Source: an optimization exercise on an open RTL-to-GDS flow (aim: a short achievable clock period and few clock cycles). Production flows keep margins and buffers that such runs may drop. Only simulation tests tie the RTL to the original design; equivalence was not proved.

===== design/flow/flow/run.sh =====
#!/bin/bash
set -euo pipefail
export BUFFER_PORTS_ARGS="-buffer_cell sky130_fd_sc_hd__buf_4"
bash standard.sh > standard.log 2>&1

===== design/flow/standard.sh =====
#!/bin/bash
# synth_recipe.tcl (not shown) runs the flow's synth.tcl, then flattens the netlist and writes it again
# the make line also repeats each setting of config.mk as NAME=value (left out here)
make -C /OpenROAD-flow-scripts/flow DESIGN_CONFIG=/design/flow/config.mk WORK_HOME=/design/flow/orfs CLKGATE_MAP_FILE= SYNTH_SCRIPT=/design/flow/synth_recipe.tcl "${@:-finish}"

===== design/flow/config.mk =====
export PLATFORM = sky130hd
export DESIGN_NAME = processor
export DESIGN_NICKNAME = processor
export VERILOG_FILES = /design/flow/design.v
export SDC_FILE = /design/flow/constraint.sdc
export NUM_CORES = 4
export LEC_CHECK = 0
export CAP_MARGIN = 20
export CORE_MARGIN = 2
export CORE_UTILIZATION = 40
export PLACE_DENSITY = 0.6
export SETUP_SLACK_MARGIN = 3.0
export SLEW_MARGIN = 20
export SYNTH_HIERARCHICAL = 1

===== design/flow/constraint.sdc =====
create_clock -name core_clock -period 5.0 [get_ports {clk}]
set_input_delay 1.0000 -clock core_clock [delete_from_list [all_inputs] [get_ports {clk}]]
set_output_delay 1.0000 -clock core_clock [all_outputs]
set_load 0.01 [all_outputs]

===== design/flow/design.v =====
module processor (
  input  wire        clk,
  input  wire        reset,
  output wire [10:0] imem_addr,
  input  wire [17:0] imem_data,
  output wire [9:0]  dmem_addr,
  output wire        dmem_we,
  output wire [17:0] dmem_wdata,
  input  wire [17:0] dmem_rdata,
  output wire        halted
);
  localparam OP_HALT = 4'b0000;
  localparam OP_ADD  = 4'b0001;
  localparam OP_AND  = 4'b0010;
  localparam OP_NAND = 4'b0011;
  localparam OP_NOR  = 4'b0100;
  localparam OP_ADDI = 4'b0101;
  localparam OP_ANDI = 4'b0110;
  localparam OP_JUMP = 4'b0111;
  localparam OP_LD   = 4'b1000;
  localparam OP_ST   = 4'b1001;
  localparam OP_CMP  = 4'b1010;
  localparam OP_JE   = 4'b1011;
  localparam OP_JA   = 4'b1100;
  localparam OP_JB   = 4'b1101;
  localparam OP_JAE  = 4'b1110;
  localparam OP_JBE  = 4'b1111;
  reg  [10:0] pc_f;           
  reg  [10:0] pc_d;           
  reg         v_d;            
  reg         p_d;            
  reg         halt_q;
  reg         e_rep;          
  reg  [10:0] pc_e;
  reg         e_alu;          
  reg         e_add;          
  reg         e_ld;           
  reg         e_cmp;          
  reg  [1:0]  e_sel;          
  reg  [3:0]  e_rd;
  reg  [17:0] x1, x2, x3;     
  reg         w_we;           
  reg         w_ld;           
  reg  [3:0]  w_rd;
  reg  [17:0] r_q;            
  reg         lt_q, gt_q;
  reg  [9:0]  daddr_q;
  reg         dwe_q;
  reg  [17:0] dwdata_q;
  reg  [17:0] rf [0:15];
  wire [17:0] sum;
  pp_add #(18) u_add (.a(x2), .b(x3), .s(sum));
  reg  [17:0] lres;
  always @* begin
    case (e_sel)
      2'b01:   lres = x2 & x3;
      2'b10:   lres = ~(x2 & x3);
      default: lres = ~(x2 | x3);
    endcase
  end
  wire [17:0] alu;
  lmux #(18) u_alu (.s(e_add), .a(lres), .b(sum), .y(alu));
  wire        c_lt, c_eq, c_gt;
  cmp_s18 u_cmp (.a(x1), .b(x2), .lt(c_lt), .eq(c_eq), .gt(c_gt));
  wire [17:0] w_val = w_ld ? dmem_rdata : r_q;
  wire [17:0] ir  = imem_data;
  wire [3:0]  op  = ir[17:14];
  wire [3:0]  f1  = ir[13:10];
  wire [3:0]  f2  = ir[9:6];
  wire [3:0]  f3  = ir[5:2];
  wire        vd  = v_d & ~halt_q;
  wire is_rr   = (op == OP_ADD) | (op == OP_AND) | (op == OP_NAND) | (op == OP_NOR);
  wire is_ri   = (op == OP_ADDI) | (op == OP_ANDI);
  wire is_alu  = is_rr | is_ri;
  wire is_add  = (op == OP_ADD) | (op == OP_ADDI);
  wire is_ld   = (op == OP_LD);
  wire is_st   = (op == OP_ST);
  wire is_cmp  = (op == OP_CMP);
  wire is_halt = (op == OP_HALT);
  wire is_jmp  = (op == OP_JUMP);
  wire use1 = is_st | is_cmp;
  wire use2 = is_alu | is_cmp;
  wire use3 = is_rr;
  wire stall = e_ld & ((use1 & (f1 == e_rd)) | (use2 & (f2 == e_rd)) | (use3 & (f3 == e_rd)));
  wire go    = vd & ~stall & ~e_rep;
  wire [10:0] off    = ir[13:3];
  wire        far    = (off != 11'd1);
  wire        tk_lt  = far & (is_jmp | (op == OP_JB)  | (op == OP_JBE));
  wire        tk_eq  = far & (is_jmp | (op == OP_JE)  | (op == OP_JAE) | (op == OP_JBE));
  wire        tk_gt  = far & (is_jmp | (op == OP_JA)  | (op == OP_JAE));
  wire [10:0] target;
  pp_add #(11) u_tgt (.a(pc_d), .b(off), .s(target));
  wire [10:0] pc_f_inc, pc_d_inc;
  pp_inc #(11) u_incf (.a(pc_f), .s(pc_f_inc));
  pp_inc #(11) u_incd (.a(pc_d), .s(pc_d_inc));
  reg         bt_v [0:1];
  reg  [10:0] bt_pc [0:1];
  reg  [10:0] bt_tg [0:1];
  reg         bt_rep;
  reg         bt_wr;          
  reg  [10:0] bt_wpc, bt_wtg;
  wire        bt_h0  = bt_v[0] & (bt_pc[0] == pc_f);
  wire        bt_h1  = bt_v[1] & (bt_pc[1] == pc_f);
  wire        bt_hit = bt_h0 | bt_h1;
  wire [10:0] bt_nx  = bt_h0 ? bt_tg[0] : bt_tg[1];
  wire [10:0] pc_seq = bt_hit ? bt_nx : pc_f_inc;
  wire        rdy  = ~e_rep & vd;
  wire [3:0]  tk   = {tk_lt, tk_eq, tk_gt, (lt_q ? tk_lt : (gt_q ? tk_gt : tk_eq))};
  wire [3:0]  s_t  = {4{rdy & ~p_d}} & tk;      
  wire [3:0]  s_r  = {4{rdy & p_d}} & ~tk;      
  wire [3:0]  s_s  = {4{~e_rep}} & ~(s_t | s_r);
  wire        sel_t, sel_r, sel_s;
  br_sel u_bs (.use_c(e_cmp), .lt(c_lt), .eq(c_eq), .gt(c_gt),
               .s_t(s_t), .s_r(s_r), .s_s(s_s),
               .sel_t(sel_t), .sel_r(sel_r), .sel_s(sel_s));
  wire [10:0] pc_nx;
  pc_ao u_pc (.sel_t(sel_t), .sel_r(sel_r), .sel_s(sel_s), .sel_e(e_rep),
              .target(target), .pc_r(pc_d_inc), .pc_s(pc_seq), .pc_e(pc_e), .y(pc_nx));
  wire [17:0] imm = {{12{ir[5]}}, ir[5:0]};
  wire        e1 = e_alu & (e_rd == f1);
  wire        e2 = e_alu & (e_rd == f2);
  wire        e3 = e_alu & (e_rd == f3) & ~is_ri;
  wire [17:0] o1 = e1 ? lres : (w_we & (w_rd == f1)) ? w_val : rf[f1];
  wire [17:0] o2 = e2 ? lres : (w_we & (w_rd == f2)) ? w_val : rf[f2];
  wire [17:0] o3 = e3 ? lres : is_ri ? imm : (w_we & (w_rd == f3)) ? w_val : rf[f3];
  wire [17:0] p1, p2, p3;
  lmux #(18) u_p1 (.s(e1 & e_add), .a(o1), .b(sum), .y(p1));
  lmux #(18) u_p2 (.s(e2 & e_add), .a(o2), .b(sum), .y(p2));
  lmux #(18) u_p3 (.s(e3 & e_add), .a(o3), .b(sum), .y(p3));
  reg [1:0] sel_d;
  always @* begin
    case (op)
      OP_AND, OP_ANDI: sel_d = 2'b01;
      OP_NAND:         sel_d = 2'b10;
      default:         sel_d = 2'b11;
    endcase
  end
  always @(posedge clk or posedge reset) begin
    if (reset) begin
      pc_f    <= 11'd0;
      pc_d    <= 11'd0;
      v_d     <= 1'b0;
      p_d     <= 1'b0;
      bt_v[0] <= 1'b0;
      bt_v[1] <= 1'b0;
      bt_rep  <= 1'b0;
      bt_wr   <= 1'b0;
      halt_q  <= 1'b0;
      e_rep   <= 1'b0;
      e_alu   <= 1'b0;
      e_ld    <= 1'b0;
      e_cmp   <= 1'b0;
      w_we    <= 1'b0;
      w_ld    <= 1'b0;
      lt_q    <= 1'b0;
      gt_q    <= 1'b1;
      dwe_q   <= 1'b0;
    end else begin
      pc_f  <= pc_nx;
      v_d   <= sel_s;
      p_d   <= sel_s & bt_hit;
      bt_wr <= sel_t;
      pc_d  <= pc_f;
      if (bt_wr) begin
        bt_v[bt_rep] <= 1'b1;
        bt_rep       <= ~bt_rep;
      end
      if (go & is_halt) halt_q <= 1'b1;
      e_rep <= vd & stall & ~e_rep;
      e_alu <= go & is_alu;
      e_ld  <= go & is_ld;
      e_cmp <= go & is_cmp;
      w_we  <= e_alu | e_ld;
      w_ld  <= e_ld;
      if (e_cmp) begin
        lt_q <= c_lt;
        gt_q <= c_gt;
      end
      dwe_q <= go & is_st;
    end
  end
  always @(posedge clk) begin
    pc_e     <= pc_d;
    e_add    <= is_add;
    e_sel    <= sel_d;
    e_rd     <= f1;
    x1       <= p1;
    x2       <= p2;
    x3       <= p3;
    w_rd     <= e_rd;
    r_q      <= alu;
    daddr_q  <= ir[9:0];
    dwdata_q <= p1;
    bt_wpc   <= pc_d;
    bt_wtg   <= target;
  end
  always @(posedge clk) begin
    if (bt_wr) begin
      bt_pc[bt_rep] <= bt_wpc;
      bt_tg[bt_rep] <= bt_wtg;
    end
  end
  always @(posedge clk) begin
    if (w_we)
      rf[w_rd] <= w_val;
  end
  assign imem_addr  = pc_f;
  assign dmem_addr  = daddr_q;
  assign dmem_we    = dwe_q;
  assign dmem_wdata = dwdata_q;
  assign halted     = halt_q;
endmodule
module lmux #(parameter W = 18) (
  input  wire         s,
  input  wire [W-1:0] a,
  input  wire [W-1:0] b,
  output wire [W-1:0] y
);
  assign y = s ? b : a;
endmodule
module cmp_s18 (
  input  wire [17:0] a,
  input  wire [17:0] b,
  output wire        lt,
  output wire        eq,
  output wire        gt
);
  wire [17:0] ua = {~a[17], a[16:0]};
  wire [17:0] ub = {~b[17], b[16:0]};
  wire [17:0] e0 = ~(ua ^ ub);
  wire [17:0] l0 = ~ua & ub;
  wire [5:0]  e1, l1;
  wire [1:0]  e2, l2;
  genvar k;
  generate
    for (k = 0; k < 6; k = k + 1) begin : g1
      assign e1[k] = &e0[3*k +: 3];
      assign l1[k] = l0[3*k+2] | (e0[3*k+2] & l0[3*k+1]) | (e0[3*k+2] & e0[3*k+1] & l0[3*k]);
    end
    for (k = 0; k < 2; k = k + 1) begin : g2
      assign e2[k] = &e1[3*k +: 3];
      assign l2[k] = l1[3*k+2] | (e1[3*k+2] & l1[3*k+1]) | (e1[3*k+2] & e1[3*k+1] & l1[3*k]);
    end
  endgenerate
  assign eq = e2[1] & e2[0];
  assign lt = l2[1] | (e2[1] & l2[0]);
  assign gt = ~lt & ~eq;
endmodule
module br_sel (
  input  wire       use_c,
  input  wire       lt,
  input  wire       eq,
  input  wire       gt,
  input  wire [3:0] s_t,
  input  wire [3:0] s_r,
  input  wire [3:0] s_s,
  output wire       sel_t,
  output wire       sel_r,
  output wire       sel_s
);
  wire [3:0] m = use_c ? {lt, eq, gt, 1'b0} : 4'b0001;
  assign sel_t = |(m & s_t);
  assign sel_r = |(m & s_r);
  assign sel_s = |(m & s_s);
endmodule
module pc_ao (
  input  wire        sel_t,
  input  wire        sel_r,
  input  wire        sel_s,
  input  wire        sel_e,
  input  wire [10:0] target,
  input  wire [10:0] pc_r,
  input  wire [10:0] pc_s,
  input  wire [10:0] pc_e,
  output wire [10:0] y
);
  assign y = ({11{sel_t}} & target) | ({11{sel_r}} & pc_r) |
             ({11{sel_s}} & pc_s) | ({11{sel_e}} & pc_e);
endmodule
module pp_add #(parameter W = 18) (
  input  wire [W-1:0] a,
  input  wire [W-1:0] b,
  output wire [W-1:0] s
);
  assign s = a + b;
endmodule
module pp_inc #(parameter W = 11) (
  input  wire [W-1:0] a,
  output wire [W-1:0] s
);
  genvar j;
  generate
    for (j = 0; j < W; j = j + 1) begin : bt
      if (j == 0) begin : b0
        assign s[j] = ~a[j];
      end else begin : bn
        assign s[j] = a[j] ^ (&a[j-1:0]);
      end
    end
  endgenerate
endmodule

==> notes.md <==
[through the flow]
step | worst slack [ps] | area [µm²] | cells | utilization (%)
floorplan | 2070 | 27400 | 1911 | -
global placement | 1240 | 28500 | 2779 | 43.3
detailed placement | 1210 | 28500 | 2779 | 43.3
CTS | 2110 | 33800 | 3014 | 51.5
global route | 2060 | 34700 | 3050 | 52.8
finish | 2110 | 34700 | 3050 | 52.8
[routing by layer]
metal / up-vias / part of all wire, % / global-route usage, %
met5: - / 0.036 / 0
met4: 6 / 3.9 / 10.2
met3: 206 / 9.8 / 5.77
met2: 1064 / 47 / 41.5
met1: 9887 / 40 / 35.6
li1: 8076 / - / -
[registers in the layout, summed over array words and instances (netlist names), 11 cells and up]
| name | cells |
|---|---|
| dwdata_q | 18 |
| bt_tg | 22 |
| r_q | 18 |
| x3 | 18 |
| pc_f | 11 |
| bt_wpc | 11 |
| x2 | 18 |
| pc_d | 11 |
| bt_pc | 22 |
| rf | 288 |
| bt_wtg | 11 |
[layout by cell type (no fill, tap or decap), drive strengths merged, types with 7 or more instances in the layout]
| cell type | n |
|---|---|
| o221ai | 50 |
| o21ai | 87 |
| o22a | 19 |
| nand2 | 110 |
| buf | 296 |
| mux2i | 120 |
| mux2 | 110 |
| ha | 55 |
| nor2 | 49 |
| inv | 84 |
| and2 | 7 |
| bufbuf | 9 |
| clkinv | 21 |
| nand4 | 10 |
| o211ai | 20 |
| nor2b | 9 |
| xnor2 | 43 |
| clkbuf | 67 |
| a21oi | 41 |
| a22oi | 24 |
| nand2b | 11 |
| o22ai | 36 |
| nand3 | 28 |
| a222oi | 21 |
| dfrtp | 37 |
| edfxtp | 332 |
| a211oi | 24 |
| and3 | 20 |
| xor2 | 44 |
| nor3 | 25 |
| dfxtp | 115 |
| a21o | 7 |
| mux4 | 180 |
[modules after synthesis, one instance, submodules excluded, excerpt]
module	cells inside	flops+latches	area, µm²
processor	1489	485	23000
cmp_s18	65	0	475
pc_ao	37	0	244
br_sel	9	0	56.3
[power groups by stage]
stage / Combinational, W / Clock, W / Sequential [W]
global route: 0.00339 / 0.00421 / 0.00499
floorplan: 0.00161 / 0 / 0.00497
global placement: 0.00225 / 0 / 0.00507
finish: 0.00319 / 0.00400 / 0.00497
CTS: 0.00294 / 0.00404 / 0.00496
detailed placement: 0.00228 / 0 / 0.00508
[area by class of cell]
cell class / count / area [µm²] / share of cell area [%]
Clock buffer: 65 / 1400 / 4.04
Clock inverter: 33 / 340 / 0.980
Inverter: 81 / 307 / 0.883
Multi-Input combinational cell: 1215 / 14300 / 41.2
Sequential cell: 485 / 13300 / 38.4
Tap cell: 864 / 1080 / 3.11
Timing Repair Buffer: 307 / 3970 / 11.4
[how the worst max path moves through the flow]
stage,start,end,slack [ps],cells past startpoint
2_1_floorplan,imem_data[8],pc_f[0]$_DFF_PP0_,2070,13
3_3_place_gp,imem_data[10],dwdata_q[10]$_DFF_P_,1240,7
3_5_place_dp,imem_data[10],dwdata_q[10]$_DFF_P_,1210,7
4_1_cts,dwdata_q[14]$_DFF_P_,pc_f[6]$_DFF_PP0_,2110,12
5_1_grt,dwdata_q[13]$_DFF_P_,pc_f[4]$_DFF_PP0_,2060,12
6_report,dwdata_q[13]$_DFF_P_,pc_f[7]$_DFF_PP0_,2110,12
[kinds of logic after synthesis]
kind of cell / share of synthesized area (%)
buffers and inverters: 4.16
and+or+nand+nor: 5.75
muxes: 25.0
DFF: 49.8
AOI/OAI and AO/OA: 9.54
adders and majority gates: 2.78
xor gates and xnor gates: 2.87
[timing repair]
item | 4_1_cts | 5_1_grt
resized for setup | 455 | 111
gates cloned | 32 | 2
endpoints found under the setup margin | 330 | 182
pin swaps | 124 | 73
buffers inserted | 105 | 34
[worst max-delay path: cells and delay by family (launching register included)]
family                     cells  cell delay, ps
and+or+nand+nor                5            1130
AOI/OAI and AO/OA              3             590
DFF                            1             370
adders and majority gates      1             260
buffers and inverters          3             430
==> flow_metrics.tcl <==
set metrics [dict create \
    r2r-end "pc_f[7]$_DFF_PP0_" \
    rsz0062_at_grt "true" \
    p_sw_share_pct 30.4 \
    wire_per_inst_um 29.8 \
    setup_viol 0 \
    clockPowerShare_pct 32.9 \
    die_y_um 262 \
    finalSetupTns_ps 0 \
    postSynthNetCount 2006 \
    max_freq_mhz 346 \
    grt_pass1_vias 19300 \
    synthCells 1911 \
    holdPathStages 0 \
    synth_most_common_cell "edfxtp_1" \
    yosysUniqueCellTypes 80 \
    vias 19200 \
    whs_endpoint "bt_tg[1][3]$_DFFE_PP_" \
    clock-sinks 485 \
    crit_top_cell "buf_4" \
    layout-drive-gt1-share_pct 48.0 \
    ctsHtreeMaxLevel 2 \
    drc 0 \
    period_needed_ps 2890 \
    clock_path_buffers 3 \
    synth_top_area_cell "edfxtp_1" \
    async_flop_share_pct 7.84 \
    slew_headroom_pct 44.1 \
    avgSynthCellArea_um2 13.9 \
    numCtsBuffers 52 \
    drt-vias-per-instance 6.31 \
    synth_edf_count 332 \
    worstPathArrival_ps 3390 \
    antenna_cells 0 \
    finish.net_count 2237 \
    seq_power_share_pct 40.9 \
    root_buffer "clkbuf_16" \
    grt.total_usage_pct 26.3 \
    hold_violations 0 \
    cp-end-kind "register" \
    reg2reg_slack_ps 2110 \
    p_leak_nw 12.6 \
    start_kind "register" \
    die_area_um2 68400 \
    syn_area_um2 26500 \
    r2r_cells 12 \
    p_int_w 0.00847 \
    synth_ff_type "edfxtp_1" \
    slowest_delay_ps 600 \
    hold_class "reg -> reg" \
    finClkSkew_ps 32.7 \
    portBuffers 78 \
    start_util_pct 40.4 \
    clock_latency_ps 630 \
    grt_pass1_wl_um 131000 \
    min_period_over_period_pct 57.7 \
    final_antenna_net_count 0 \
    p_comb_share_pct 26.3 \
    worstSetupPathType "reg -> reg" \
    clk_pin_slew_worst_paths_ps 60 \
    num_rows 94 \
    outcome "finished clean" \
    p_sw_w 0.00369 \
    synth_top_area_share_pct 37.6 \
    io_pins 79 \
    dr.pass1.iters 7 \
    peakVddDrop_mv 0.308 \
    maxCapViolCount 0 \
    drt-total-wl_um 90900 \
    hold_slack_ps 424 \
    gp_congestion 0.907 \
    synth_seq_cells 485 \
    yosysSeqAreaShare_pct 49.8 \
    num-fill-cells 5251 \
    worstHoldStart "bt_wtg[3]$_DFF_P_" \
    dp_hpwl_um 54000 \
    antenna_found_initial 3 \
    synthTopCellsByCount "edfxtp_1, mux4_2, mux2i_1" \
    synth_area_leaders "edfxtp_1, mux4_2, dfxtp_1" \
    critPathMaxFanout 6 \
    drt_iter0_drc 2546 \
    drv_slew 0 \
    finalPower_w 0.0122 \
    globalRouteOverflowTotal 0 \
    synth_warnings 8 \
    grt_max_degree 42 \
    area_growth_pct 30.9 \
    power_density_nw_per_um2 350 \
    cpMaxStageDelayCell "or4_4" \
    reg2reg_from "dwdata_q[13]$_DFF_P_" \
    cp.required_ps 5500 \
    crit_chain "inv_4, ha_4, nand4_1, or4_4, nor3_4, nor4_2, buf_4, a222oi_1, buf_4, a21oi_4, a22oi_2, nand2_1" \
    cts_tree "built" \
    ctsHoldBuffers 0 \
    tightest_slew_ps 838 \
    core_um2 65700 \
    dieWidth_um 262 \
]
Testbench counts, summed over its fixed seeds: cycles 28,464.

[what the ideal ports hide]
In the flow no input, the clock included, has a driving cell. The finished layout below was timed again as built, in two steps. Step 1, drivers: a clkbuf_16 drives clk and a buf_2 each remaining input, both assumed. Step 2 also shifts input and output timing later by t, the mid clock arrival at the registers, as if the neighbouring blocks saw the same clock. a / b / c = ideal / step 1 / step 2; a / b = the first two.
shift t [ns]: 0.682
setup WS [ns]: 2.114 / 2.114 / 1.667
hold WS [ns]: 0.424 / 0.424 / 0.424
slew at the worst register clock pin (ns): 0.07 / 0.07
pins driven straight from the clock port: 1
After both steps this run still meets setup and hold. The setup slack of this run moves by 0.000 ns with the drivers and by -0.447 ns with both steps.
